What follows belongs to an exercise in optimizing a design on an open flow for small area; a production flow would make more cautious choices.
Function was checked by simulation only, so behaviour that the tests miss may differ from the original.
The clock port is modelled as an ideal driver, which makes a skipped or thinned clock tree look cheaper than it is; a real chip needs a root buffer or a tree.
Power is estimated from default activity; no workload was simulated.

==> design.v <==
module design3(clk, rst, fill, consume, error, height);
input clk, rst, fill, consume;
output error;
output [7:0] height;
reg [6:0] s;
wire [6:0] ns;
wire new_n26, new_n27, new_n28, new_n29, new_n30, new_n31, new_n32, new_n33, new_n34, new_n35, new_n36, new_n37, new_n38, new_n39, new_n40, new_n41, new_n42, new_n43, new_n44, new_n45, new_n46, new_n47, new_n48, new_n49, new_n50, new_n51, new_n52, new_n53, new_n54, new_n55, new_n56, new_n57, new_n58, new_n59, new_n60, new_n61, new_n62, new_n63, new_n66, new_n67, new_n69, new_n70, new_n71, new_n72, new_n73, new_n74, new_n76, new_n77, new_n78, new_n79, new_n80, new_n81, new_n82, new_n83, new_n84, new_n85, new_n86, new_n87, new_n88, new_n90, new_n92, new_n93, new_n94, new_n95, new_n96, new_n98, new_n99, new_n100, new_n102, new_n103, new_n104, new_n106, new_n108, new_n110, new_n111, new_n112, new_n113, new_n115;
  g_clkinv u0 (.A(s[5]), .Y(new_n26));
  g_clkinv u1 (.A(s[2]), .Y(new_n27));
  g_clkinv u2 (.A(s[3]), .Y(new_n28));
  g_clkinv u3 (.A(s[4]), .Y(new_n29));
  g_nor2 u4 (.A(new_n28), .B(new_n29), .Y(new_n30));
  g_clkinv u5 (.A(new_n30), .Y(new_n31));
  g_nor2 u6 (.A(new_n27), .B(new_n31), .Y(new_n32));
  g_clkinv u7 (.A(new_n32), .Y(new_n33));
  g_nor2 u8 (.A(new_n26), .B(new_n33), .Y(new_n34));
  g_clkinv u9 (.A(new_n34), .Y(new_n35));
  g_nor2 u10 (.A(s[3]), .B(s[4]), .Y(new_n36));
  g_nor3 u11 (.A(s[1]), .B(s[2]), .C(s[4]), .Y(new_n37));
  g_nor2 u12 (.A(new_n36), .B(new_n37), .Y(new_n38));
  g_clkinv u13 (.A(s[0]), .Y(new_n39));
  g_a21oi u14 (.A1(new_n34), .A2(s[1]), .B1(new_n39), .Y(new_n40));
  g_clkinv u15 (.A(new_n40), .Y(new_n41));
  g_nand2 u16 (.A(new_n28), .B(s[5]), .Y(new_n42));
  g_nand2 u17 (.A(new_n26), .B(s[3]), .Y(new_n43));
  g_a21oi u18 (.A1(s[0]), .A2(s[1]), .B1(s[5]), .Y(new_n44));
  g_nand2 u19 (.A(new_n44), .B(new_n27), .Y(new_n45));
  g_clkinv u20 (.A(new_n45), .Y(new_n46));
  g_a21oi u21 (.A1(new_n42), .A2(new_n43), .B1(new_n46), .Y(new_n47));
  g_nor2 u22 (.A(s[4]), .B(new_n28), .Y(new_n48));
  g_clkinv u23 (.A(new_n48), .Y(new_n49));
  g_nor2 u24 (.A(s[3]), .B(new_n45), .Y(new_n50));
  g_nor2 u25 (.A(s[2]), .B(new_n44), .Y(new_n51));
  g_nand2 u26 (.A(new_n51), .B(new_n36), .Y(new_n52));
  g_o211ai u27 (.A1(new_n45), .A2(new_n36), .B1(new_n42), .C1(new_n52), .Y(new_n53));
  g_clkinv u28 (.A(new_n36), .Y(new_n54));
  g_a21oi u29 (.A1(s[1]), .A2(s[2]), .B1(new_n54), .Y(new_n55));
  g_clkinv u30 (.A(s[1]), .Y(new_n56));
  g_nor2 u31 (.A(s[3]), .B(new_n29), .Y(new_n57));
  g_nor2 u32 (.A(new_n48), .B(new_n57), .Y(new_n58));
  g_nor4 u33 (.A(new_n39), .B(new_n56), .C(s[5]), .D(new_n58), .Y(new_n59));
  g_o21ai u34 (.A1(new_n55), .A2(new_n59), .B1(s[2]), .Y(new_n60));
  g_clkinv u35 (.A(new_n60), .Y(new_n61));
  g_nor2 u36 (.A(new_n53), .B(new_n61), .Y(new_n62));
  g_a211oi u37 (.A1(new_n62), .A2(new_n28), .B1(new_n46), .C1(new_n57), .Y(new_n63));
  g_o22ai u38 (.A1(new_n26), .A2(new_n49), .B1(new_n50), .B2(new_n63), .Y(height[4]));
  g_o22ai u39 (.A1(new_n29), .A2(new_n47), .B1(new_n49), .B2(height[4]), .Y(height[5]));
  g_nor3 u40 (.A(s[5]), .B(new_n30), .C(height[5]), .Y(new_n66));
  g_clkinv u41 (.A(new_n66), .Y(new_n67));
  g_a22oi u42 (.A1(new_n38), .A2(new_n41), .B1(new_n67), .B2(new_n35), .Y(error));
  g_a211oi u43 (.A1(s[1]), .A2(new_n34), .B1(s[6]), .C1(error), .Y(new_n69));
  g_nor2 u44 (.A(s[6]), .B(error), .Y(new_n70));
  g_nand2 u45 (.A(new_n70), .B(consume), .Y(new_n71));
  g_o21ai u46 (.A1(new_n35), .A2(new_n69), .B1(new_n71), .Y(new_n72));
  g_clkinv u47 (.A(rst), .Y(new_n73));
  g_o21ai u48 (.A1(s[0]), .A2(new_n72), .B1(new_n73), .Y(new_n74));
  g_a21oi u49 (.A1(s[0]), .A2(new_n72), .B1(new_n74), .Y(ns[0]));
  g_clkinv u50 (.A(fill), .Y(new_n76));
  g_nand4 u51 (.A(new_n70), .B(new_n39), .C(new_n76), .D(consume), .Y(new_n77));
  g_nand2 u52 (.A(new_n70), .B(new_n76), .Y(new_n78));
  g_o221ai u53 (.A1(new_n66), .A2(new_n70), .B1(s[0]), .B2(new_n71), .C1(new_n78), .Y(new_n79));
  g_or2 u54 (.A(new_n34), .B(new_n79), .X(new_n80));
  g_o211ai u55 (.A1(s[0]), .A2(new_n35), .B1(new_n77), .C1(new_n80), .Y(new_n81));
  g_o21ai u56 (.A1(new_n34), .A2(new_n66), .B1(s[6]), .Y(new_n82));
  g_nand2 u57 (.A(new_n79), .B(new_n56), .Y(new_n83));
  g_a21oi u58 (.A1(new_n77), .A2(new_n82), .B1(new_n83), .Y(new_n84));
  g_clkinv u59 (.A(new_n84), .Y(new_n85));
  g_o21ai u60 (.A1(new_n56), .A2(new_n80), .B1(new_n85), .Y(new_n86));
  g_nand2 u61 (.A(new_n86), .B(new_n81), .Y(new_n87));
  g_clkinv u62 (.A(new_n83), .Y(new_n88));
  g_a221oi u63 (.A1(s[1]), .A2(new_n81), .B1(new_n87), .B2(new_n88), .C1(rst), .Y(ns[1]));
  g_a21oi u64 (.A1(new_n87), .A2(new_n27), .B1(rst), .Y(new_n90));
  g_o21a u65 (.A1(new_n27), .A2(new_n87), .B1(new_n90), .X(ns[2]));
  g_nand3 u66 (.A(new_n86), .B(s[1]), .C(s[2]), .Y(new_n92));
  g_o21ai u67 (.A1(s[2]), .A2(new_n85), .B1(new_n92), .Y(new_n93));
  g_nor2 u68 (.A(new_n28), .B(new_n93), .Y(new_n94));
  g_clkinv u69 (.A(new_n94), .Y(new_n95));
  g_nand2 u70 (.A(new_n93), .B(new_n28), .Y(new_n96));
  g_a21oi u71 (.A1(new_n95), .A2(new_n96), .B1(rst), .Y(ns[3]));
  g_nor2 u72 (.A(s[2]), .B(new_n85), .Y(new_n98));
  g_nor2 u73 (.A(new_n98), .B(new_n94), .Y(new_n99));
  g_o21ai u74 (.A1(new_n58), .A2(new_n99), .B1(new_n73), .Y(new_n100));
  g_a21oi u75 (.A1(new_n58), .A2(new_n99), .B1(new_n100), .Y(ns[4]));
  g_a21oi u76 (.A1(new_n98), .A2(new_n36), .B1(new_n26), .Y(new_n102));
  g_nor2 u77 (.A(new_n31), .B(new_n92), .Y(new_n103));
  g_nor2 u78 (.A(new_n102), .B(new_n103), .Y(new_n104));
  g_nor2 u79 (.A(rst), .B(new_n104), .Y(ns[5]));
  g_nand2 u80 (.A(new_n82), .B(new_n73), .Y(new_n106));
  g_nor2 u81 (.A(new_n106), .B(new_n69), .Y(ns[6]));
  g_a21oi u82 (.A1(new_n32), .A2(s[1]), .B1(s[5]), .Y(new_n108));
  g_a21oi u83 (.A1(new_n67), .A2(new_n108), .B1(new_n41), .Y(height[0]));
  g_nor3 u84 (.A(new_n39), .B(s[5]), .C(new_n32), .Y(new_n110));
  g_nor2 u85 (.A(s[0]), .B(s[5]), .Y(new_n111));
  g_nand2 u86 (.A(new_n38), .B(new_n111), .Y(new_n112));
  g_nand2 u87 (.A(height[0]), .B(new_n44), .Y(new_n113));
  g_o311ai u88 (.A1(new_n56), .A2(new_n34), .A3(new_n110), .B1(new_n112), .C1(new_n113), .Y(height[1]));
  g_a21oi u89 (.A1(s[1]), .A2(new_n54), .B1(new_n55), .Y(new_n115));
  g_a2111oi u90 (.A1(new_n115), .A2(new_n111), .B1(new_n51), .C1(new_n37), .D1(new_n59), .Y(height[2]));
  g_clkinv u91 (.A(new_n62), .Y(height[3]));
  g_a21oi u92 (.A1(new_n31), .A2(new_n26), .B1(new_n46), .Y(height[6]));
assign height[7] = 1'b0;
always @(posedge clk) s <= ns;
endmodule
module g_a2111oi(A1, A2, B1, C1, D1, Y);
  input A1, A2, B1, C1, D1;
  output Y;
  assign Y = (~(A1)&~(B1)&~(C1)&~(D1)) | (~(A2)&~(B1)&~(C1)&~(D1));
endmodule
module g_a211oi(A1, A2, B1, C1, Y);
  input A1, A2, B1, C1;
  output Y;
  assign Y = (~(A1)&~(B1)&~(C1)) | (~(A2)&~(B1)&~(C1));
endmodule
module g_a21oi(A1, A2, B1, Y);
  input A1, A2, B1;
  output Y;
  assign Y = (~(A1)&~(B1)) | (~(A2)&~(B1));
endmodule
module g_a221oi(A1, A2, B1, B2, C1, Y);
  input A1, A2, B1, B2, C1;
  output Y;
  assign Y = (~(A1)&~(B1)&~(C1)) | (~(A1)&~(B2)&~(C1)) | (~(A2)&~(B1)&~(C1)) | (~(A2)&~(B2)&~(C1));
endmodule
module g_a22oi(A1, A2, B1, B2, Y);
  input A1, A2, B1, B2;
  output Y;
  assign Y = (~(A1)&~(B1)) | (~(A1)&~(B2)) | (~(A2)&~(B1)) | (~(A2)&~(B2));
endmodule
module g_clkinv(A, Y);
  input A;
  output Y;
  assign Y = (~(A));
endmodule
module g_nand2(A, B, Y);
  input A, B;
  output Y;
  assign Y = (~(A)) | (~(B));
endmodule
module g_nand3(A, B, C, Y);
  input A, B, C;
  output Y;
  assign Y = (~(A)) | (~(B)) | (~(C));
endmodule
module g_nand4(A, B, C, D, Y);
  input A, B, C, D;
  output Y;
  assign Y = (~(A)) | (~(B)) | (~(C)) | (~(D));
endmodule
module g_nor2(A, B, Y);
  input A, B;
  output Y;
  assign Y = (~(A)&~(B));
endmodule
module g_nor3(A, B, C, Y);
  input A, B, C;
  output Y;
  assign Y = (~(A)&~(B)&~(C));
endmodule
module g_nor4(A, B, C, D, Y);
  input A, B, C, D;
  output Y;
  assign Y = (~(A)&~(B)&~(C)&~(D));
endmodule
module g_o211ai(A1, A2, B1, C1, Y);
  input A1, A2, B1, C1;
  output Y;
  assign Y = (~(A1)&~(A2)) | (~(B1)) | (~(C1));
endmodule
module g_o21a(A1, A2, B1, X);
  input A1, A2, B1;
  output X;
  assign X = ((A1)&(B1)) | ((A2)&(B1));
endmodule
module g_o21ai(A1, A2, B1, Y);
  input A1, A2, B1;
  output Y;
  assign Y = (~(A1)&~(A2)) | (~(B1));
endmodule
module g_o221ai(A1, A2, B1, B2, C1, Y);
  input A1, A2, B1, B2, C1;
  output Y;
  assign Y = (~(B1)&~(B2)) | (~(A1)&~(A2)) | (~(C1));
endmodule
module g_o22ai(A1, A2, B1, B2, Y);
  input A1, A2, B1, B2;
  output Y;
  assign Y = (~(B1)&~(B2)) | (~(A1)&~(A2));
endmodule
module g_o311ai(A1, A2, A3, B1, C1, Y);
  input A1, A2, A3, B1, C1;
  output Y;
  assign Y = (~(A1)&~(A2)&~(A3)) | (~(B1)) | (~(C1));
endmodule
module g_or2(A, B, X);
  input A, B;
  output X;
  assign X = ((A)) | ((B));
endmodule
==> run.sh <==
#!/bin/bash
# synth_recipe.tcl (not shown) runs the flow's synth.tcl, then flattens the netlist and writes it again
# the make line also repeats each setting of config.mk as NAME=value (left out here)
make -C /OpenROAD-flow-scripts/flow DESIGN_CONFIG=/design/flow/config.mk WORK_HOME=/design/flow/orfs CLKGATE_MAP_FILE= SYNTH_SCRIPT=/design/flow/synth_recipe.tcl finish
==> config.mk <==
export PLATFORM = sky130hd
export DESIGN_NAME = design3
export DESIGN_NICKNAME = design3
export VERILOG_FILES = /design/flow/design.v
export SDC_FILE = /design/flow/constraint.sdc
export NUM_CORES = 4
export LEC_CHECK = 0
export CAP_MARGIN = 20
export CORE_MARGIN = 2
export CORE_UTILIZATION = 40
export CTS_BUF_LIST = sky130_fd_sc_hd__clkbuf_4
export CTS_CLUSTER_SIZE = 30
export SLEW_MARGIN = 20
export SYNTH_HIERARCHICAL = 1
export SYNTH_MINIMUM_KEEP_SIZE = 0
==> constraint.sdc <==
create_clock -name core_clock -period 8.0 [get_ports {clk}]
set_input_delay 1.6000 -clock core_clock [delete_from_list [all_inputs] [get_ports {clk}]]
set_output_delay 1.6000 -clock core_clock [all_outputs]
set_load 0.01 [all_outputs]
==> out/qor.yml, run 1 <==
yosys:
  yosysTopAreaCell: "dfxtp_1"
  ys_seq_area_frac: 0.199
  ys_seq_elements: 7
  yosysWarnings: 7
  yosys-top-cells-area: "dfxtp_1 20%, a21oi_2 17%, inv_1 11%"
  avgSynthCellArea_um2: 6.91
  syn-instance-count: 102
  syn_nets: 106
  yosysUniqueCellTypes: 22
  synth_area_um2: 704
  synth_top_area_share: 0.199
sta:
  worstMarginPinSlew_ns: 0.501
  setup_ws_ns: 3.13
  setup_viol: 0
  period_share: 0.609
  fmax_mhz: 205
  finalHoldViolCount: 0
  post-route-min-period_ns: 4.87
  finalSetupTns_ns: 0
  slew_violations: 0
  rsz0062_at_grt: "no"
  relSlewSlack: 0.665
  timing.clock.skew_ns: 0.00267
worst_setup_path:
  cp-end-kind: "output pin"
  crit_family: "buffers and inverters"
  crit_path_cell_trace: "inv_1 > nor2_1 > nor2_1 > nor4_2 > o21ai_1 > inv_1 > nor2_1 > a211oi_2 > o22ai_1 > o22ai_1 > nor3_2 > inv_1 > a21oi_2 > nand2_1 > o311ai_1 > clkdlybuf4s50_1"
  crit_buf_inv: 4
  crit_path_max_fanout: 6
  arrival_ns: 3.27
  worstSetupStartpointType: "flip-flop"
  cp_slowest_cell: "clkdlybuf4s50_1"
  slowest_delay_ns: 0.58
  crit_type: "reg -> out"
  cp.required_ns: 6.40
floorplan:
  fp.dieArea_um2: 2110
  core_area_um2: 1690
  io_pins: 13
  rows: 15
  die_y_um: 46.0
  initial_utilization: 0.417
  die_w_um: 46.0
run:
  max-cap-violations: 0
placed_design:
  dpl_cell_area_um2: 828
  dpl.hpwl_um: 1290
  portBuffers: 11
  pre_cts_slack_ns: 3.42
  gp_congestion: 0.808
layout:
  reg.largest.list: "s: 7 flops"
  largest_reg_flops: 7
  final_common_cell: "inv_1"
  fin_area_um2: 858
  largest-register: "s"
  final_nets: 121
  area_growth_pct: 21.8
  drive_gt1_frac: 0.259
  final_util: 0.508
  layout_common_cells: "21 x inv_1, 20 x nor2_1, 14 x a21oi_2"
  antenna_cells: 0
cts:
  cts_setup_buffers: 0
  ctsRootBufferMaster: "clkbuf_4"
  post_cts_resize_count: 0
  cts_hold_buf: 0
  cts_made_buffers: 3
  cts.htree.levels: 1
  clock_sinks: 7
  cts_buffer_depth: 2
  clkTransAtPathRegs_ns: 0.05
  clock_latency_ns: 0.24
  tritoncts: "done"
detailed_routing:
  drt_wl_total_um: 1550
  post_drt_wl_per_cell_um: 11.7
  drt_iter0_markers: 16
  ant_nets: 0
  vias: 696
  drc: 0
  first_pass_iters: 3
  viasPerCell: 5.23
grt:
  grt_pass1_wl_um: 2570
  grt_pass1_vias: 631
  antenna_found_initial: 0
  grt_max_degree: 11
  grt_usage: 0.174
  overflow: 0
pwr:
  p_per_area_nw_per_um2: 395
  cellLeakagePower_nw: 0.315
  peakVddDrop_mv: 0.194
worst_hold_path:
  hp-class: "reg -> reg"
status:
  status: "finished clean"
==> per-module statistics from Yosys, one instance, submodules excluded, a selection <==
module	copies in the design	cells inside	cell area (um^2)
g_nand3	1	1	5.00
g_o311ai	1	1	8.76
g_a211oi	2	1	12.5
g_o22ai	2	1	6.26
g_nor4	1	1	12.5
g_a2111oi	1	1	15.0
g_a21oi	14	1	8.76
g_o211ai	2	1	12.5
g_clkinv	21	1	3.75
==> routing by layer <==
layer  GRT usage  wire [um]
met5           0          0
met4       0.120         18
met3      0.0119         25
met2       0.278        715
met1       0.219        791
==> cell type report <==
class / count / area, um^2
Sequential cell: 7 / 140
Clock buffer: 4 / 30.0
Tap cell: 17 / 21.3
Multi-Input combinational cell: 73 / 478
Timing Repair Buffer: 11 / 110
Fill cell: 191 / 831
Inverter: 21 / 78.8
==> where the power goes <==
group	switching, W	internal (W)
logic	0.000128	0.000108
registers	0.0000228	0.0000465
clock network	0.0000118	0.0000223
==> path summary, 6_finish.rpt <==
path         from        end  slack, ns  depth (start not counted)
max          s[3]  height[1]       3.13                         16
min          s[6]       s[6]       0.55                          2
max reg2reg  s[1]       s[4]       3.87                         24
min reg2reg  s[6]       s[6]       0.55                          2
==> cells in the mapped netlist <==
master / n
or2_1: 1
o21a_1: 1
o211ai_2: 2
nor2_1: 20
buf_4: 1
a221oi_2: 1
conb_1: 1
o21ai_1: 7
o22ai_1: 2
nand4_1: 1
nor4_2: 1
a22oi_2: 1
a21oi_2: 14
nand3_1: 1
o311ai_1: 1
nor3_2: 3
a2111oi_2: 1
o221ai_2: 1
a211oi_2: 2
dfxtp_1: 7
inv_1: 21
nand2_1: 12
==> metrics by stage <==
step	hold WS (ns)	power [W]	cells
2_1_floorplan	0.491	0.000232	102
3_3_place_gp	0.518	0.000304	129
3_5_place_dp	0.532	0.000306	129
4_1_cts	0.546	0.000342	133
5_1_grt	0.598	0.000369	133
6_report	0.545	0.000339	133
==> kinds of logic (layout without fill, tap and decap cells) <==
logic type | Yosys count | count (layout) | share of synthesized area
other cells | 1 | 1 | 0.00532
simple gates | 39 | 39 | 0.256
compound gates | 33 | 33 | 0.417
flops | 7 | 7 | 0.199
buf+inv | 22 | 36 | 0.123
==> worst min-delay path, stage by stage (launching register included) <==
cell and delay, ns:
dfxtp_1 0.36, a211oi_2 0.05, nor2_1 0.10
==> run 2: changes to the inputs <==
--- a/config.mk
+++ b/config.mk
@@ -6,10 +6,10 @@
 export NUM_CORES = 4
 export LEC_CHECK = 0
 export CAP_MARGIN = 20
-export CORE_MARGIN = 2
-export CORE_UTILIZATION = 40
+export CORE_AREA = 2.5 2.5 62.5 62.5
 export CTS_BUF_LIST = sky130_fd_sc_hd__clkbuf_4
 export CTS_CLUSTER_SIZE = 30
+export DIE_AREA = 0 0 65 65
 export SLEW_MARGIN = 20
 export SYNTH_HIERARCHICAL = 1
 export SYNTH_MINIMUM_KEEP_SIZE = 0
==> out/qor.yml, run 2 <==
status:
  status: "finished clean"
layout:
  layout_common_cells: "21 x inv_1, 20 x nor2_1, 14 x a21oi_2"
  final_util: 0.264
  largest_reg_flops: 7
  fin_cells: 162
  final_common_cell: "inv_1"
  drive_gt1_frac: 0.259
  final_nets: 121
  antenna_cells: 0
  area_growth_pct: 27.0
  largest-register: "s"
  reg.largest.list: "s: 7 flops"
yosys:
  synth_top_area_share: 0.199
  synth_top_family_by_area: "compound AO/OA/AOI/OAI gates"
  syn_nets: 106
  synth-edff-count: 0
  avgSynthCellArea_um2: 6.91
  yosysTopAreaCell: "dfxtp_1"
  ys_seq_area_frac: 0.199
  synthSimpleGateAreaFrac: 0.256
  synthFlopType: "dfxtp_1"
  synthMuxAreaShare: 0
  synth_area_um2: 704
  yosys-top-cells-area: "dfxtp_1 20%, a21oi_2 17%, inv_1 11%"
  async_flop_share: 0
  syn-instance-count: 102
  synthTopCellsByCount: "21 x inv_1, 20 x nor2_1, 14 x a21oi_2"
  yosysUniqueCellTypes: 22
  synth-compound-area-share: 0.417
  ys_seq_elements: 7
  yosysMostFrequentCell: "inv_1"
  synth-xor-area-share: 0
  synth_fa_ha_area_frac: 0
  yosysWarnings: 7
detailed_routing:
  ant_nets: 0
  vias: 700
  viasPerCell: 4.32
  drt_wl_total_um: 1560
  drc: 0
  first_pass_iters: 4
  post_drt_wl_per_cell_um: 9.62
  drt_iter0_markers: 10
cts:
  ctsRootBufferMaster: "clkbuf_4"
  clkTransAtPathRegs_ns: 0.05
  clock_sinks: 7
  cts_made_buffers: 3
  cts_buffer_depth: 2
  post_cts_resize_count: 0
  clock_latency_ns: 0.24
  cts_hold_buf: 0
  tritoncts: "done"
  cts.htree.levels: 1
  cts_setup_buffers: 0
grt:
  grt_usage: 0.0820
  grt_pass1_vias: 671
  grt_pass1_wl_um: 2730
  antenna_found_initial: 0
  grt_max_degree: 11
  overflow: 0
floorplan:
  die_y_um: 65
  initial_utilization: 0.208
  core_area_um2: 3390
  io_pins: 13
  rows: 21
  fp.dieArea_um2: 4230
  die_w_um: 65
sta:
  period_share: 0.606
  finalSetupTns_ns: 0
  fmax_mhz: 206
  post-route-min-period_ns: 4.85
  timing.clock.skew_ns: 0.000227
  setup_viol: 0
  rsz0062_at_grt: "no"
  slew_violations: 0
  finalHoldViolCount: 0
  relSlewSlack: 0.663
  worstMarginPinSlew_ns: 0.505
worst_setup_path:
  crit_buf_inv: 4
  worstSetupStartpointType: "flip-flop"
  crit_path_max_fanout: 6
  rrSetupSlack_ns: 3.87
  slowest_delay_ns: 0.58
  cp-end-kind: "output pin"
  regToRegStartpoint: "s[1]"
  startpoint: "s[3]"
  crit_path_cell_trace: "inv_1 > nor2_1 > nor2_1 > nor4_2 > o21ai_1 > inv_1 > nor2_1 > a211oi_2 > o22ai_1 > o22ai_1 > nor3_2 > inv_1 > a21oi_2 > nand2_1 > o311ai_1 > clkdlybuf4s50_1"
  cp.required_ns: 6.40
  crit_type: "reg -> out"
  arrival_ns: 3.25
  reg2reg_depth: 24
  reg2reg_to: "s[4]"
  crit_family: "buffers and inverters"
  cp_slowest_cell: "clkdlybuf4s50_1"
worst_hold_path:
  hold_depth: 2
  hp-class: "reg -> reg"
  whs_endpoint: "s[6]"
  hp-start: "s[6]"
pwr:
  cellLeakagePower_nw: 0.315
  p_per_area_nw_per_um2: 378
  peakVddDrop_mv: 0.0923
  p_int_w: 0.000176
  pwr-share-clk: 0.101
  switching_power_w: 0.000162
  seqPwrFrac: 0.205
  comb_power_share: 0.694
  swShare: 0.478
placed_design:
  dp_cells: 158
  portBuffers: 11
  dpl.hpwl_um: 1330
  gp_congestion: 0.862
run:
  max-cap-violations: 0
-- run 2: cell counts after synthesis --
Identical to the previous run, type by type.
-- run 2: how the worst max path moves through the flow --
stage | endpoint | slack [ns] | depth (start not counted)
final | height[1] | 3.15 | 16
after global routing | height[1] | 2.83 | 16
after CTS | height[1] | 3.11 | 16
after detailed placement | height[1] | 3.40 | 16
after global placement | height[1] | 3.42 | 16
after floorplan | height[1] | 3.99 | 13
-- run 2: through the flow --
| step | setup slack (ns) | power, W | hold slack, ns | cell area [um^2] |
|---|---|---|---|---|
| floorplan | 3.99 | 0.000232 | 0.491 | 704 |
| global placement | 3.42 | 0.000306 | 0.528 | 865 |
| detailed placement | 3.40 | 0.000307 | 0.519 | 865 |
| CTS | 3.11 | 0.000343 | 0.536 | 895 |
| global route | 2.83 | 0.000370 | 0.575 | 895 |
| finish | 3.15 | 0.000338 | 0.532 | 895 |
-- run 2: cell type report --
cell class	count	area (um^2)
flip-flops and latches	7	140
multi-input cells	73	478
well taps	46	57.6
clock buffers	4	30.0
fillers	374	2490
inverters	21	78.8
repair buffers	11	110
-- run 2: power groups by stage --
stage	Clock (W)	Sequential, W	Combinational [W]
after floorplan	0	0.0000651	0.000166
after global placement	0	0.0000697	0.000237
after detailed placement	0	0.0000697	0.000237
after CTS	0.0000360	0.0000691	0.000238
after global routing	0.0000374	0.0000719	0.000261
final	0.0000343	0.0000693	0.000235
-- run 2: kinds of logic after synthesis --
group | Yosys count
flip-flops | 7
other | 1
buffers and inverters | 22
AO/OA/AOI/OAI | 33
AND/OR/NAND/NOR | 39
-- run 2: metal layers --
metal  vias to the layer above  GRT usage  share of wire  routed length, um
li1                        371          -              -                  -
met5                         -          0              0                  0
met3                         2     0.0122          0.037                 57
met1                       316     0.0963           0.47                726
met2                        11      0.140           0.49                757
met4                         0     0.0479          0.011                 17
-- run 2: worst min-delay path: stages (launching register included) --
cell and delay [ns]:
dfxtp_1 0.36, a211oi_2 0.05, nor2_1 0.08
-- run 2: modules after synthesis (local to each module, per instance), a selection --
| module | times used | cells |
|---|---|---|
| design3 | 1 | 9 |
| g_a2111oi | 1 | 1 |
| g_a211oi | 2 | 1 |
| g_a21oi | 14 | 1 |
| g_a221oi | 1 | 1 |
| g_clkinv | 21 | 1 |
| g_nand2 | 12 | 1 |
| g_nand4 | 1 | 1 |
| g_nor3 | 3 | 1 |
| g_nor4 | 1 | 1 |
| g_o21ai | 7 | 1 |
| g_o221ai | 1 | 1 |
| g_o311ai | 1 | 1 |
| g_or2 | 1 | 1 |
==> run 3: changes to the inputs <==
==> flow/run.sh (new file) <==
#!/bin/bash
# Own layout flow: the standard synthesis and layout steps, with
#  - port buffers of the smallest buffer cell (every port still gets one),
#  - combinational cells swapped to their smallest drive strength after the resizer,
#  - a minimal clock tree (no dummy load cells).
# Each tool's output goes to a log file in the work folder.
set -uo pipefail
W=$PWD
export BUFFER_PORTS_ARGS="-buffer_cell sky130_fd_sc_hd__buf_1"
export POST_RESIZE_TCL=$W/flow/downsize.tcl
export CTS_ARGS="-sink_clustering_enable -repair_clock_nets -dont_use_dummy_load -sink_clustering_size 30 -buf_list sky130_fd_sc_hd__clkbuf_4 -root_buf sky130_fd_sc_hd__clkbuf_4"
bash standard.sh synth > $W/synth.log 2>&1 || { tail -50 $W/synth.log; exit 1; }
bash standard.sh > $W/layout.log 2>&1 || { tail -50 $W/layout.log; exit 1; }
==> flow/downsize.tcl (new file) <==
# Swap each combinational cell to the smallest-area cell of the same family
# (same function and pins, e.g. a21oi_2 -> a21oi_1). Registers, clock cells,
# port buffers and tie cells are left as they are.
set lib_cells {}
foreach lc [get_lib_cells */*] { lappend lib_cells [get_name $lc] }
proc family { name } {
  if { [regexp {^(sky130_fd_sc_hd__[a-z0-9]+)_([0-9]+)$} $name -> base drive] } { return $base }
  return ""
}
array set best {}
foreach lc [get_lib_cells */*] {
  set n [get_name $lc]
  if { [regexp {lpflow|probe} $n] } { continue }
  set fam [family $n]
  if { $fam == "" } { continue }
  set a [get_property $lc area]
  if { ![info exists best($fam)] || $a < [lindex $best($fam) 1] } { set best($fam) [list $n $a] }
}
set count 0
foreach inst [[ord::get_db_block] getInsts] {
  set m [[$inst getMaster] getName]
  if { ![regexp {^sky130_fd_sc_hd__(a|o|nand|nor|inv|and|or|xor|xnor|mux|maj|clkinv)} $m] } { continue }
  if { [regexp {^sky130_fd_sc_hd__(dfx|dfr|clkbuf|buf|conb)} $m] } { continue }
  set fam [family $m]
  if { $fam == "" || ![info exists best($fam)] } { continue }
  set to [lindex $best($fam) 0]
  if { $to != $m } {
    replace_cell [$inst getName] $to
    incr count
  }
}
puts "downsize: swapped $count cells"
==> standard.sh (new file) <==
#!/bin/bash
# synth_recipe.tcl (not shown) runs the flow's synth.tcl, then flattens the netlist and writes it again
# the make line also repeats each setting of config.mk as NAME=value (left out here)
make -C /OpenROAD-flow-scripts/flow DESIGN_CONFIG=/design/flow/config.mk WORK_HOME=/design/flow/orfs CLKGATE_MAP_FILE= SYNTH_SCRIPT=/design/flow/synth_recipe.tcl "${@:-finish}"
--- a/config.mk
+++ b/config.mk
@@ -7,8 +7,6 @@
 export LEC_CHECK = 0
 export CAP_MARGIN = 20
 export CORE_AREA = 2.5 2.5 62.5 62.5
-export CTS_BUF_LIST = sky130_fd_sc_hd__clkbuf_4
-export CTS_CLUSTER_SIZE = 30
 export DIE_AREA = 0 0 65 65
 export SLEW_MARGIN = 20
 export SYNTH_HIERARCHICAL = 1
removed: run.sh
==> out/qor.yml, run 3 <==
grt:
  grt_pass1_wl_um: 2620
  grt_pass1_vias: 638
  grt_max_degree: 11
  antenna_found_initial: 0
  grt_usage: 0.0756
  overflow: 0
floorplan:
  fp.dieArea_um2: 4230
  io_pins: 13
  initial_utilization: 0.208
  die_w_um: 65
  rows: 21
  core_area_um2: 3390
  die_y_um: 65
layout:
  largest-register: "s"
  drive_gt1_frac: 0.0261
  antenna_cells: 0
  final_nets: 121
  multi_input_area_um2: 360
  largest_reg_flops: 7
  seq_area_um2: 140
  layout_common_cells: "21 x inv_1, 20 x nor2_1, 14 x a21oi_1"
  fill_cells: 398
  reg.largest.list: "s: 7 flops"
  final_common_cell: "inv_1"
  area_growth_pct: -0.533
  final_util: 0.207
worst_setup_path:
  cp-end-kind: "output pin"
  crit_path_max_fanout: 6
  crit_type: "reg -> out"
  regToRegStartpoint: "s[3]"
  reg2reg_to: "s[4]"
  cp.required_ns: 6.40
  crit_end: "height[1]"
  worstSetupStartpointType: "flip-flop"
  startpoint: "s[3]"
  crit_path_cell_trace: "inv_1 > nor2_1 > nor2_1 > nor4_1 > o21ai_0 > inv_1 > nor2_1 > a211oi_1 > o22ai_1 > o22ai_1 > nor3_1 > inv_1 > a21oi_1 > nand2_1 > o311ai_0 > buf_1"
  cp_slowest_cell: "dfxtp_1"
  arrival_ns: 2.85
  rrSetupSlack_ns: 4.00
  slowest_delay_ns: 0.34
  reg2reg_depth: 24
pwr:
  peakVddDrop_mv: 0.0708
  p_per_area_nw_per_um2: 359
  cellLeakagePower_nw: 0.261
sta:
  setup_viol: 0
  fmax_mhz: 225
  post-route-min-period_ns: 4.45
  finalSetupTns_ns: 0
  timing.clock.skew_ns: 0.00963
  slew_violations: 0
  rsz0062_at_grt: "no"
  finalHoldViolCount: 0
  period_share: 0.556
yosys:
  yosysUniqueCellTypes: 22
  synthTopCellsByCount: "21 x inv_1, 20 x nor2_1, 14 x a21oi_2"
  syn_nets: 106
  synth-edff-count: 0
  synth_area_um2: 704
  synthMuxAreaShare: 0
  synth_top_area_share: 0.199
  yosysTopAreaCell: "dfxtp_1"
  ys_seq_area_frac: 0.199
  syn-instance-count: 102
  synthSimpleGateAreaFrac: 0.256
  synth-compound-area-share: 0.417
  yosysMostFrequentCell: "inv_1"
  yosys-top-cells-area: "dfxtp_1 20%, a21oi_2 17%, inv_1 11%"
  async_flop_share: 0
  synth_fa_ha_area_frac: 0
  synth-xor-area-share: 0
  ys_seq_elements: 7
  synthFlopType: "dfxtp_1"
  synth_top_family_by_area: "compound AO/OA/AOI/OAI gates"
  avgSynthCellArea_um2: 6.91
  yosysWarnings: 7
status:
  status: "finished clean"
cts:
  cts_hold_buf: 0
  clock_sinks: 7
  ctsRootBufferMaster: "clkbuf_4"
  post_cts_resize_count: 0
  cts_buffer_depth: 2
  tritoncts: "done"
  cts.htree.levels: 1
  cts_setup_buffers: 0
  clkTransAtPathRegs_ns: 0.05
  cts_made_buffers: 3
  clock_latency_ns: 0.24
detailed_routing:
  first_pass_iters: 4
  vias: 682
  drc: 0
  met1Wirelength_um: 690
  post_drt_wl_per_cell_um: 9.22
  wl_met2_um: 754
  top_layer_used: "met3"
  drt_iter0_markers: 16
  viasPerCell: 4.24
  wl_met3_um: 40
  ant_nets: 0
  drt_wl_total_um: 1490
placed_design:
  dpl.hpwl_um: 1260
  gp_congestion: 0.778
  portBuffers: 11
run:
  max-cap-violations: 0
worst_hold_path:
  hp-class: "reg -> reg"
[run 3: kinds of logic after synthesis]
family | Yosys count
other | 1
flip-flops | 7
AO/OA/AOI/OAI | 33
buffers and inverters | 22
AND/OR/NAND/NOR | 39
[run 3: metrics by stage]
step / instances / total power, W / hold WS, ns / setup slack, ns / area (um^2)
after floorplan: 102 / 0.000232 / 0.491 / 3.99 / 704
after global placement: 158 / 0.000277 / 0.523 / 3.78 / 796
after detailed placement: 158 / 0.000225 / 0.525 / 3.77 / 678
after CTS: 161 / 0.000255 / 0.538 / 3.50 / 701
after global routing: 161 / 0.000285 / 0.586 / 3.21 / 701
final: 161 / 0.000252 / 0.532 / 3.55 / 701
[run 3: modules after synthesis, one instance, submodules excluded, a selection]
module     cells inside  copies in the design
g_a2111oi             1                     1
g_a221oi              1                     1
g_a211oi              1                     2
g_nor4                1                     1
g_nor3                1                     3
g_a21oi               1                    14
g_nand4               1                     1
g_nand3               1                     1
[run 3: worst min-delay path by stage]
stage	depth (start not counted)	endpoint	startpoint	slack [ns]
floorplan	2	s[6]	s[6]	0.49
global placement	2	s[6]	s[6]	0.52
detailed placement	2	s[6]	s[6]	0.52
CTS	2	s[6]	s[6]	0.54
global route	1	s[0]	s[0]	0.59
finish	2	s[6]	s[6]	0.53
[run 3: worst max-delay path, delay by kind of cell, from the launching register on]
| family | cells | cell delay [ns] |
|---|---|---|
| compound gates | 6 | 0.91 |
| simple gates | 6 | 0.87 |
| flops | 1 | 0.34 |
| buf+inv | 4 | 0.49 |
[run 3: final cells by class]
cell class                      instances  share of cell area
Inverter                               21               0.112
Multi-Input combinational cell         73               0.514
Clock buffer                            3              0.0321
Timing Repair Buffer                   11              0.0589
Sequential cell                         7               0.200
Tap cell                               46              0.0821
[run 3: layer usage]
metal / vias up / track usage
met5: - / 0
met4: 0 / 0.0160
met3: 0 / 0.0156
met2: 14 / 0.126
met1: 299 / 0.0997
li1: 369 / -
[run 3: where the power goes]
part / leakage (nW) / internal (W) / switching [W]
logic: 0.190 / 0.0000567 / 0.000103
registers: 0.0575 / 0.0000466 / 0.0000171
clock network: 0.0138 / 0.0000170 / 0.0000111
==> run 4: changes to the inputs <==
==> flow/run.sh (replaced) <==
#!/bin/bash
# Own layout flow: the standard synthesis and layout steps, with
#  - port buffers of the smallest buffer cell (every port still gets one),
#  - combinational cells swapped to their smallest drive strength after the resizer,
#  - a clock tree of one buffer: after CTS the leaf buffers are removed and the
#    root buffer drives every register clock pin directly (no skew).
# Each tool's output goes to a log file in the work folder.
set -uo pipefail
W=$PWD
export BUFFER_PORTS_ARGS="-buffer_cell sky130_fd_sc_hd__buf_1"
export POST_RESIZE_TCL=$W/flow/downsize.tcl
export POST_CTS_TCL=$W/flow/oneclkbuf.tcl
export ONE_CLKBUF_CELL=sky130_fd_sc_hd__clkbuf_4
export CTS_ARGS="-sink_clustering_enable -repair_clock_nets -dont_use_dummy_load -sink_clustering_size 30 -buf_list sky130_fd_sc_hd__clkbuf_4 -root_buf sky130_fd_sc_hd__clkbuf_4"
bash standard.sh synth > $W/synth.log 2>&1 || { tail -50 $W/synth.log; exit 1; }
bash standard.sh > $W/layout.log 2>&1 || { tail -50 $W/layout.log; exit 1; }
==> flow/oneclkbuf.tcl (new file) <==
# After CTS: collapse the clock tree to a single buffer. The clock port drives one
# buffer whose output drives every register's clock pin directly (no skew).
set block [ord::get_db_block]
set clkport_net ""
foreach bt [$block getBTerms] {
  if { [$bt getName] == "clk" } { set clkport_net [$bt getNet] }
}
set root ""
foreach it [$clkport_net getITerms] {
  if { [$it isInputSignal] } { set root [$it getInst] }
}
set rootout ""
foreach it [$root getITerms] { if { [$it isOutputSignal] } { set rootout [$it getNet] } }
set leaves {}
foreach it [$rootout getITerms] {
  set inst [$it getInst]
  if { [$it isInputSignal] && [string match "*clkbuf*" [[$inst getMaster] getName]] } { lappend leaves $inst }
}
foreach leaf $leaves {
  set lout ""
  foreach it [$leaf getITerms] { if { [$it isOutputSignal] } { set lout [$it getNet] } }
  foreach it [$lout getITerms] {
    if { [$it isInputSignal] } {
      $it disconnect
      $it connect $rootout
    }
  }
  odb::dbInst_destroy $leaf
  odb::dbNet_destroy $lout
}
replace_cell [$root getName] $::env(ONE_CLKBUF_CELL)
puts "oneclkbuf: removed [llength $leaves] leaf buffers, root [$root getName] is $::env(ONE_CLKBUF_CELL)"
==> out/qor.yml, run 4 <==
sta:
  post-route-min-period_ns: 4.37
  slew_violations: 0
  fmax_mhz: 229
  setup_viol: 0
  rsz0062_at_grt: "no"
  finalHoldViolCount: 0
  timing.clock.skew_ns: 0.000671
  setup_ws_ns: 3.63
  period_share: 0.546
  finalSetupTns_ns: 0
detailed_routing:
  first_pass_iters: 4
  vias: 683
  drc: 0
  viasPerCell: 4.30
  drt_wl_total_um: 1460
  ant_nets: 0
  post_drt_wl_per_cell_um: 9.18
  drt_iter0_markers: 21
layout:
  final_nets: 119
  antenna_cells: 0
  layout_common_cells: "21 x inv_1, 20 x nor2_1, 14 x a21oi_1"
  largest-register: "s"
  area_growth_pct: -2.66
  drive_gt1_frac: 0.00885
  final_common_cell: "inv_1"
  reg.largest.list: "s: 7 flops"
  largest_reg_flops: 7
status:
  status: "finished clean"
pwr:
  peakVddDrop_mv: 0.0704
  p_per_area_nw_per_um2: 346
  cellLeakagePower_nw: 0.252
floorplan:
  rows: 21
  core_area_um2: 3390
  die_y_um: 65
  die_w_um: 65
  io_pins: 13
  fp.dieArea_um2: 4230
  initial_utilization: 0.208
yosys:
  synthTopCellsByCount: "21 x inv_1, 20 x nor2_1, 14 x a21oi_2"
  synthFlopType: "dfxtp_1"
  ys_seq_elements: 7
  synth_area_um2: 704
  async_flop_share: 0
  yosysTopAreaCell: "dfxtp_1"
  ys_seq_area_frac: 0.199
  yosysUniqueCellTypes: 22
  synth_top_area_share: 0.199
  avgSynthCellArea_um2: 6.91
  yosys-top-cells-area: "dfxtp_1 20%, a21oi_2 17%, inv_1 11%"
  syn-instance-count: 102
  synth-edff-count: 0
  yosysMostFrequentCell: "inv_1"
  yosysWarnings: 7
  syn_nets: 106
grt:
  grt_pass1_vias: 617
  grt_pass1_wl_um: 2600
  grt_max_degree: 11
  overflow: 0
  grt_usage: 0.0810
  antenna_found_initial: 0
worst_setup_path:
  arrival_ns: 2.77
  crit_path_max_fanout: 6
  cp.required_ns: 6.40
  worstSetupStartpointType: "flip-flop"
  cp-end-kind: "output pin"
  crit_type: "reg -> out"
cts:
  clkTransAtPathRegs_ns: 0.07
  clock_sinks: 7
  clock_latency_ns: 0.14
placed_design:
  dpl.hpwl_um: 1260
  pre_cts_slack_ns: 3.77
  portBuffers: 11
  gp_congestion: 0.778
worst_hold_path:
  hp-class: "reg -> reg"
run:
  max-cap-violations: 0
## run 4: cell counts after synthesis
No cell type changed its count.
## run 4: path summary, 6_finish.rpt
path               end  depth (start not counted)  start  slack, ns
max reg2reg       s[4]                         24   s[3]       3.99
max          height[1]                         16   s[3]       3.63
min               s[6]                          2   s[6]       0.54
min reg2reg       s[6]                          2   s[6]       0.54
## run 4: layer usage
metal	up-vias	global-route usage	wire [um]
li1	365	-	-
met1	299	0.111	671
met2	19	0.143	736
met3	0	0.0104	51
met4	0	0	0
met5	-	0	0
## run 4: critical path: stages, from the launching register on
cell	delay (ns)
dfxtp_1	0.35
inv_1	0.15
nor2_1	0.08
nor2_1	0.17
nor4_1	0.09
o21ai_0	0.16
inv_1	0.05
nor2_1	0.14
a211oi_1	0.09
o22ai_1	0.22
o22ai_1	0.15
nor3_1	0.33
inv_1	0.10
a21oi_1	0.18
nand2_1	0.06
o311ai_0	0.11
buf_1	0.19
## run 4: cell families (layout without fill, tap and decap cells)
group | Yosys count | in the layout | share of synthesized area
AO/OA/AOI/OAI | 33 | 33 | 0.417
buffers and inverters | 22 | 33 | 0.123
flip-flops | 7 | 7 | 0.199
other | 1 | 1 | 0.00532
AND/OR/NAND/NOR | 39 | 39 | 0.256
## run 4: report_power, final
part	internal [W]	leakage (nW)	switching, W
registers	0.0000464	0.0575	0.0000170
clock network	0.00000596	0.00460	0.00000821
logic	0.0000567	0.190	0.000103
## run 4: final cells by class
type	instances	area [um^2]
flip-flops and latches	7	140
multi-input cells	73	360
repair buffers	11	41.3
well taps	46	57.6
clock buffers	1	7.51
fillers	398	2700
inverters	21	78.8
## run 4: stage by stage
| stage | instances | utilization | hold slack (ns) | instance area (um^2) | total power [W] |
|---|---|---|---|---|---|
| 6_report | 159 | 0.202 | 0.537 | 686 | 0.000238 |
| 5_1_grt | 159 | 0.202 | 0.595 | 686 | 0.000271 |
| 3_5_place_dp | 158 | 0.200 | 0.525 | 678 | 0.000225 |
| 3_3_place_gp | 158 | 0.235 | 0.523 | 796 | 0.000277 |
| 2_1_floorplan | 102 | - | 0.491 | 704 | 0.000232 |
## run 4: per-module statistics from Yosys, one instance, submodules excluded, a selection
module / copies in the design / flip-flops and latches / cells / cell area (um^2)
g_nand4: 1 / 0 / 1 / 6.26
g_nand2: 12 / 0 / 1 / 3.75
g_a22oi: 1 / 0 / 1 / 12.5
g_nor4: 1 / 0 / 1 / 12.5
g_a211oi: 2 / 0 / 1 / 12.5
g_o21a: 1 / 0 / 1 / 7.51
g_clkinv: 21 / 0 / 1 / 3.75
g_a21oi: 14 / 0 / 1 / 8.76
g_a221oi: 1 / 0 / 1 / 15.0
g_o21ai: 7 / 0 / 1 / 5.00
g_or2: 1 / 0 / 1 / 6.26
g_nor2: 20 / 0 / 1 / 3.75
==> run 5: changes to the inputs <==
==> design.v (replaced) <==
module design3(clk, rst, fill, consume, error, height);
input clk, rst, fill, consume;
output error;
output [7:0] height;
reg [6:0] s;
wire [6:0] ns;
wire new_n26, new_n27, new_n28, new_n29, new_n30, new_n31, new_n32, new_n33, new_n34, new_n35, new_n36, new_n37, new_n38, new_n39, new_n40, new_n41, new_n42, new_n43, new_n45, new_n46, new_n47, new_n48, new_n49, new_n50, new_n51, new_n53, new_n54, new_n56, new_n57, new_n58, new_n60, new_n61, new_n62, new_n63, new_n64, new_n65, new_n66, new_n67, new_n68, new_n70, new_n71, new_n72, new_n73, new_n74, new_n76, new_n78, new_n79, new_n82, new_n83, new_n84, new_n85, new_n87, new_n88, new_n90, new_n92;
  g_clkinv u0 (.A(s[5]), .Y(new_n26));
  g_clkinv u1 (.A(s[3]), .Y(new_n27));
  g_clkinv u2 (.A(s[4]), .Y(new_n28));
  g_nor2 u3 (.A(new_n27), .B(new_n28), .Y(new_n29));
  g_clkinv u4 (.A(new_n29), .Y(new_n30));
  g_clkinv u5 (.A(s[2]), .Y(new_n31));
  g_nor3 u6 (.A(new_n26), .B(new_n30), .C(new_n31), .Y(new_n32));
  g_nor2 u7 (.A(s[0]), .B(s[1]), .Y(new_n33));
  g_clkinv u8 (.A(new_n33), .Y(new_n34));
  g_nand2 u9 (.A(new_n32), .B(new_n34), .Y(new_n35));
  g_nand2b u10 (.A_N(s[6]), .B(new_n35), .Y(new_n36));
  g_nor2 u11 (.A(s[1]), .B(s[2]), .Y(new_n37));
  g_o21ai u12 (.A1(new_n27), .A2(new_n37), .B1(new_n28), .Y(new_n38));
  g_nor2 u13 (.A(s[5]), .B(new_n38), .Y(new_n39));
  g_nor2 u14 (.A(new_n36), .B(new_n39), .Y(new_n40));
  g_a22oi u15 (.A1(s[5]), .A2(new_n36), .B1(consume), .B2(new_n40), .Y(new_n41));
  g_nor2 u16 (.A(s[0]), .B(new_n41), .Y(new_n42));
  g_a21oi u17 (.A1(s[0]), .A2(new_n41), .B1(new_n42), .Y(new_n43));
  g_nor2 u18 (.A(rst), .B(new_n43), .Y(ns[0]));
  g_clkinv u19 (.A(s[1]), .Y(new_n45));
  g_o21ai u20 (.A1(s[0]), .A2(s[5]), .B1(new_n36), .Y(new_n46));
  g_o31ai u21 (.A1(new_n36), .A2(new_n39), .A3(fill), .B1(new_n46), .Y(new_n47));
  g_and2 u22 (.A(new_n42), .B(new_n47), .X(new_n48));
  g_nor2 u23 (.A(new_n42), .B(new_n47), .Y(new_n49));
  g_nor2 u24 (.A(new_n48), .B(new_n49), .Y(new_n50));
  g_nor2 u25 (.A(new_n45), .B(new_n50), .Y(new_n51));
  g_a211oi u26 (.A1(new_n45), .A2(new_n50), .B1(rst), .C1(new_n51), .Y(ns[1]));
  g_o22ai u27 (.A1(s[1]), .A2(new_n48), .B1(new_n45), .B2(new_n49), .Y(new_n53));
  g_nor2 u28 (.A(new_n31), .B(new_n53), .Y(new_n54));
  g_a211oi u29 (.A1(new_n31), .A2(new_n53), .B1(rst), .C1(new_n54), .Y(ns[2]));
  g_a21oi u30 (.A1(s[1]), .A2(s[2]), .B1(new_n37), .Y(new_n56));
  g_nor2 u31 (.A(new_n53), .B(new_n56), .Y(new_n57));
  g_nor2 u32 (.A(s[3]), .B(new_n57), .Y(new_n58));
  g_a211oi u33 (.A1(s[3]), .A2(new_n57), .B1(rst), .C1(new_n58), .Y(ns[3]));
  g_clkinv u34 (.A(s[0]), .Y(new_n60));
  g_nor2 u35 (.A(new_n60), .B(new_n45), .Y(new_n61));
  g_nor2 u36 (.A(s[2]), .B(new_n61), .Y(new_n62));
  g_nor2 u37 (.A(new_n27), .B(new_n62), .Y(new_n63));
  g_clkinv u38 (.A(new_n63), .Y(new_n64));
  g_nand2 u39 (.A(new_n27), .B(new_n62), .Y(new_n65));
  g_nand2 u40 (.A(new_n64), .B(new_n65), .Y(new_n66));
  g_nand2 u41 (.A(new_n57), .B(new_n66), .Y(new_n67));
  g_nor2 u42 (.A(new_n28), .B(new_n67), .Y(new_n68));
  g_a211oi u43 (.A1(new_n28), .A2(new_n67), .B1(rst), .C1(new_n68), .Y(ns[4]));
  g_nor3 u44 (.A(new_n45), .B(new_n31), .C(new_n30), .Y(new_n70));
  g_nand2 u45 (.A(new_n49), .B(new_n70), .Y(new_n71));
  g_nor2 u46 (.A(s[3]), .B(s[4]), .Y(new_n72));
  g_clkinv u47 (.A(new_n72), .Y(new_n73));
  g_o21ai u48 (.A1(new_n73), .A2(new_n67), .B1(s[5]), .Y(new_n74));
  g_a21oi u49 (.A1(new_n71), .A2(new_n74), .B1(rst), .Y(ns[5]));
  g_a21oi u50 (.A1(s[0]), .A2(new_n26), .B1(new_n39), .Y(new_n76));
  g_a21oi u51 (.A1(s[6]), .A2(new_n76), .B1(new_n40), .Y(ns[6]));
  g_nor2 u52 (.A(new_n33), .B(new_n38), .Y(new_n78));
  g_nor3 u53 (.A(new_n70), .B(new_n78), .C(new_n76), .Y(new_n79));
  g_nor2 u54 (.A(new_n60), .B(new_n79), .Y(height[0]));
  g_a211oi u55 (.A1(new_n45), .A2(s[5]), .B1(new_n32), .C1(new_n79), .Y(height[1]));
  g_nor2 u56 (.A(s[5]), .B(new_n70), .Y(new_n82));
  g_nand2 u57 (.A(new_n72), .B(new_n56), .Y(new_n83));
  g_clkinv u58 (.A(new_n61), .Y(new_n84));
  g_nand3 u59 (.A(new_n34), .B(new_n84), .C(new_n38), .Y(new_n85));
  g_a32oi u60 (.A1(new_n82), .A2(new_n83), .A3(new_n85), .B1(new_n31), .B2(s[5]), .Y(height[2]));
  g_o21ai u61 (.A1(new_n72), .A2(new_n84), .B1(new_n83), .Y(new_n87));
  g_a22oi u62 (.A1(s[2]), .A2(new_n87), .B1(new_n73), .B2(new_n62), .Y(new_n88));
  g_o32ai u63 (.A1(s[5]), .A2(new_n70), .A3(new_n88), .B1(s[3]), .B2(new_n26), .Y(height[3]));
  g_nand2 u64 (.A(new_n82), .B(new_n83), .Y(new_n90));
  g_o32ai u65 (.A1(new_n26), .A2(new_n29), .A3(new_n72), .B1(new_n66), .B2(new_n90), .Y(height[4]));
  g_nor2 u66 (.A(s[4]), .B(new_n63), .Y(new_n92));
  g_o21ai u67 (.A1(new_n28), .A2(new_n64), .B1(new_n82), .Y(height[6]));
  g_o22ai u68 (.A1(new_n26), .A2(new_n30), .B1(new_n92), .B2(height[6]), .Y(height[5]));
  g_o22ai u69 (.A1(s[5]), .A2(new_n38), .B1(s[1]), .B2(new_n35), .Y(error));
assign height[7] = 1'b0;
always @(posedge clk) s <= ns;
endmodule
module g_a211oi(A1, A2, B1, C1, Y);
  input A1, A2, B1, C1;
  output Y;
  assign Y = (~(A1)&~(B1)&~(C1)) | (~(A2)&~(B1)&~(C1));
endmodule
module g_a21oi(A1, A2, B1, Y);
  input A1, A2, B1;
  output Y;
  assign Y = (~(A1)&~(B1)) | (~(A2)&~(B1));
endmodule
module g_a22oi(A1, A2, B1, B2, Y);
  input A1, A2, B1, B2;
  output Y;
  assign Y = (~(A1)&~(B1)) | (~(A1)&~(B2)) | (~(A2)&~(B1)) | (~(A2)&~(B2));
endmodule
module g_a32oi(A1, A2, A3, B1, B2, Y);
  input A1, A2, A3, B1, B2;
  output Y;
  assign Y = (~(A1)&~(B1)) | (~(A1)&~(B2)) | (~(A2)&~(B1)) | (~(A3)&~(B1)) | (~(A2)&~(B2)) | (~(A3)&~(B2));
endmodule
module g_and2(A, B, X);
  input A, B;
  output X;
  assign X = ((A)&(B));
endmodule
module g_clkinv(A, Y);
  input A;
  output Y;
  assign Y = (~(A));
endmodule
module g_nand2(A, B, Y);
  input A, B;
  output Y;
  assign Y = (~(A)) | (~(B));
endmodule
module g_nand2b(A_N, B, Y);
  input A_N, B;
  output Y;
  assign Y = ((A_N)) | (~(B));
endmodule
module g_nand3(A, B, C, Y);
  input A, B, C;
  output Y;
  assign Y = (~(A)) | (~(B)) | (~(C));
endmodule
module g_nor2(A, B, Y);
  input A, B;
  output Y;
  assign Y = (~(A)&~(B));
endmodule
module g_nor3(A, B, C, Y);
  input A, B, C;
  output Y;
  assign Y = (~(A)&~(B)&~(C));
endmodule
module g_o21ai(A1, A2, B1, Y);
  input A1, A2, B1;
  output Y;
  assign Y = (~(A1)&~(A2)) | (~(B1));
endmodule
module g_o22ai(A1, A2, B1, B2, Y);
  input A1, A2, B1, B2;
  output Y;
  assign Y = (~(B1)&~(B2)) | (~(A1)&~(A2));
endmodule
module g_o31ai(A1, A2, A3, B1, Y);
  input A1, A2, A3, B1;
  output Y;
  assign Y = (~(A1)&~(A2)&~(A3)) | (~(B1));
endmodule
module g_o32ai(A1, A2, A3, B1, B2, Y);
  input A1, A2, A3, B1, B2;
  output Y;
  assign Y = (~(A1)&~(A2)&~(A3)) | (~(B1)&~(B2));
endmodule
==> out/qor.yml, run 5 <==
layout:
  fin_area_um2: 588
  largest_reg_flops: 7
  fin_cells: 136
  area_growth_pct: 1.73
  final_nets: 96
  largest-register: "s"
  fill_cells: 393
  reg.largest.list: "s: 7 flops"
  final_common_cell: "nor2_1"
  final_util: 0.173
  drive_gt1_frac: 0.0111
  antenna_cells: 0
  layout_common_cells: "22 x nor2_1, 11 x inv_1, 11 x buf_1"
worst_setup_path:
  regToRegStartpoint: "s[5]"
  crit_path_max_fanout: 6
  reg2reg_depth: 13
  worstSetupStartpointType: "flip-flop"
  cp-end-kind: "output pin"
  arrival_ns: 1.94
  startpoint: "s[1]"
  reg2reg_to: "s[5]"
  crit_type: "reg -> out"
  cp.required_ns: 6.40
  crit_end: "height[1]"
  rrSetupSlack_ns: 5.40
placed_design:
  dpl.hpwl_um: 1040
  pre_cts_slack_ns: 4.62
  gp_congestion: 0.877
  portBuffers: 11
  dpl_cell_area_um2: 581
  dp_cells: 135
sta:
  finalSetupTns_ns: 0
  finalHoldViolCount: 0
  setup_viol: 0
  rsz0062_at_grt: "no"
  fmax_mhz: 282
  worstMarginPinSlew_ns: 0.499
  post-route-min-period_ns: 3.54
  period_share: 0.443
  setup_ws_ns: 4.46
  timing.clock.skew_ns: 0.000318
  relSlewSlack: 0.664
  slew_violations: 0
yosys:
  yosysTopAreaCell: "dfxtp_1"
  syn_nets: 83
  synth_area_um2: 578
  synthFlopType: "dfxtp_1"
  ys_seq_elements: 7
  async_flop_share: 0
  yosysWarnings: 7
  yosys-top-cells-area: "dfxtp_1 24%, nor2_1 14%, a211oi_2 11%"
  avgSynthCellArea_um2: 7.32
  synth_top_area_share: 0.242
  syn-instance-count: 79
  synthTopCellsByCount: "22 x nor2_1, 11 x inv_1, 7 x dfxtp_1, 7 x nand2_1"
  yosysUniqueCellTypes: 18
  ys_seq_area_frac: 0.242
  synth-edff-count: 0
  yosysMostFrequentCell: "nor2_1"
floorplan:
  die_y_um: 65
  io_pins: 13
  core_area_um2: 3390
  rows: 21
  die_w_um: 65
  fp.dieArea_um2: 4230
  initial_utilization: 0.171
detailed_routing:
  drc: 0
  drt_wl_total_um: 1190
  first_pass_iters: 5
  viasPerCell: 4.16
  ant_nets: 0
  drt_iter0_markers: 51
  post_drt_wl_per_cell_um: 8.76
  vias: 566
grt:
  grt_usage: 0.0643
  grt_pass1_wl_um: 2000
  antenna_found_initial: 0
  grt_max_degree: 11
  overflow: 0
  grt_pass1_vias: 472
pwr:
  peakVddDrop_mv: 0.0345
  cellLeakagePower_nw: 0.194
  p_per_area_nw_per_um2: 227
cts:
  clkTransAtPathRegs_ns: 0.07
  clock_sinks: 7
  clock_latency_ns: 0.14
run:
  max-cap-violations: 0
status:
  status: "finished clean"
worst_hold_path:
  hp-class: "reg -> reg"
==> run 5: worst min-delay path by stage <==
stage / startpoint / end / slack, ns / cells after the start
finish: s[6] / s[6] / 0.42 / 1
global route: s[6] / s[6] / 0.45 / 1
detailed placement: s[6] / s[6] / 0.42 / 1
global placement: s[6] / s[6] / 0.43 / 1
floorplan: s[6] / s[6] / 0.41 / 1
==> run 5: worst max-delay path, cell delays in order (launching register included) <==
cell	delay, ns
dfxtp_1	0.41
nor2_1	0.08
o21ai_0	0.43
nor2_1	0.15
a21oi_1	0.23
nor3_1	0.09
a211oi_1	0.22
buf_1	0.18
==> run 5: cell families after synthesis <==
kind of cell | synth area share
AO/OA/AOI/OAI | 0.396
buffers and inverters | 0.0844
flip-flops | 0.242
other | 0.00649
AND/OR/NAND/NOR | 0.271
==> run 5: metrics by stage <==
| stage | hold WS [ns] | total power (W) |
|---|---|---|
| 3_5_place_dp | 0.423 | 0.000121 |
| 5_1_grt | 0.446 | 0.000147 |
| 3_3_place_gp | 0.429 | 0.000141 |
| 6_report | 0.424 | 0.000134 |
| 2_1_floorplan | 0.408 | 0.000119 |
==> run 5: layout make-up <==
type / instances / area [um^2] / area share
flip-flops and latches: 7 / 140 / 0.238
multi-input cells: 60 / 300 / 0.511
well taps: 46 / 57.6 / 0.0979
repair buffers: 11 / 41.3 / 0.0702
clock buffers: 1 / 7.51 / 0.0128
inverters: 11 / 41.3 / 0.0702
==> run 5: power breakdown <==
group | switching, W | leakage, nW | internal, W
clock network | 0.00000747 | 0.00460 | 0.00000595
logic | 0.0000474 | 0.131 | 0.0000251
registers | 0.00000597 | 0.0575 | 0.0000417
total | 0.0000608 | 0.194 | 0.0000728
==> run 5: per-layer routing <==
layer | share of wire | wire length, um | global-route usage
met1 | 0.43 | 511 | 0.0777
met2 | 0.46 | 553 | 0.107
met3 | 0.079 | 94 | 0.0243
met4 | 0.026 | 31 | 0.0160
met5 | 0 | 0 | 0
==> run 5: modules after synthesis, one instance, submodules excluded, a selection <==
module	cell area, um^2	cells inside
g_a21oi	8.76	1
g_o32ai	16.3	1
g_nand3	5.00	1
g_o21ai	5.00	1
g_nand2b	6.26	1
g_nor3	10.0	1
g_a22oi	12.5	1
g_and2	6.26	1
g_clkinv	3.75	1
g_o22ai	6.26	1

==> re-timing with driven ports <==
Ports are ideal in the flow. The routed layouts listed here were re-timed in OpenROAD.
Step 1 assumes that a clkbuf_16 drives the clock port and a buf_2 every other input.
Step 2 times the ports against the registers' clock, not the clock port: input delays grow and output delays shrink by t, the midpoint of the rising clock arrivals with the driver on.
a / b / c = ideal ports / drivers / drivers and shift; a / b = the first two.
| run | t (ns) | setup WS [ns] | latest minus earliest clock arrival (ns) |
|---|---|---|---|
| run 1 | 0.260 | 3.131 / 3.114 / 3.374 | 0.003 / 0.003 |
| run 2 | 0.261 | 3.151 / 3.133 / 3.394 | 0.000 / 0.000 |
| run 3 | 0.256 | 3.548 / 3.532 / 3.788 | 0.009 / 0.010 |
| run 4 | 0.157 | 3.631 / 3.615 / 3.771 | 0.000 / 0.001 |
| run 5 | 0.155 | 4.456 / 4.437 / 4.592 | 0.000 / 0.001 |
After both steps setup and hold are still met in every run listed.
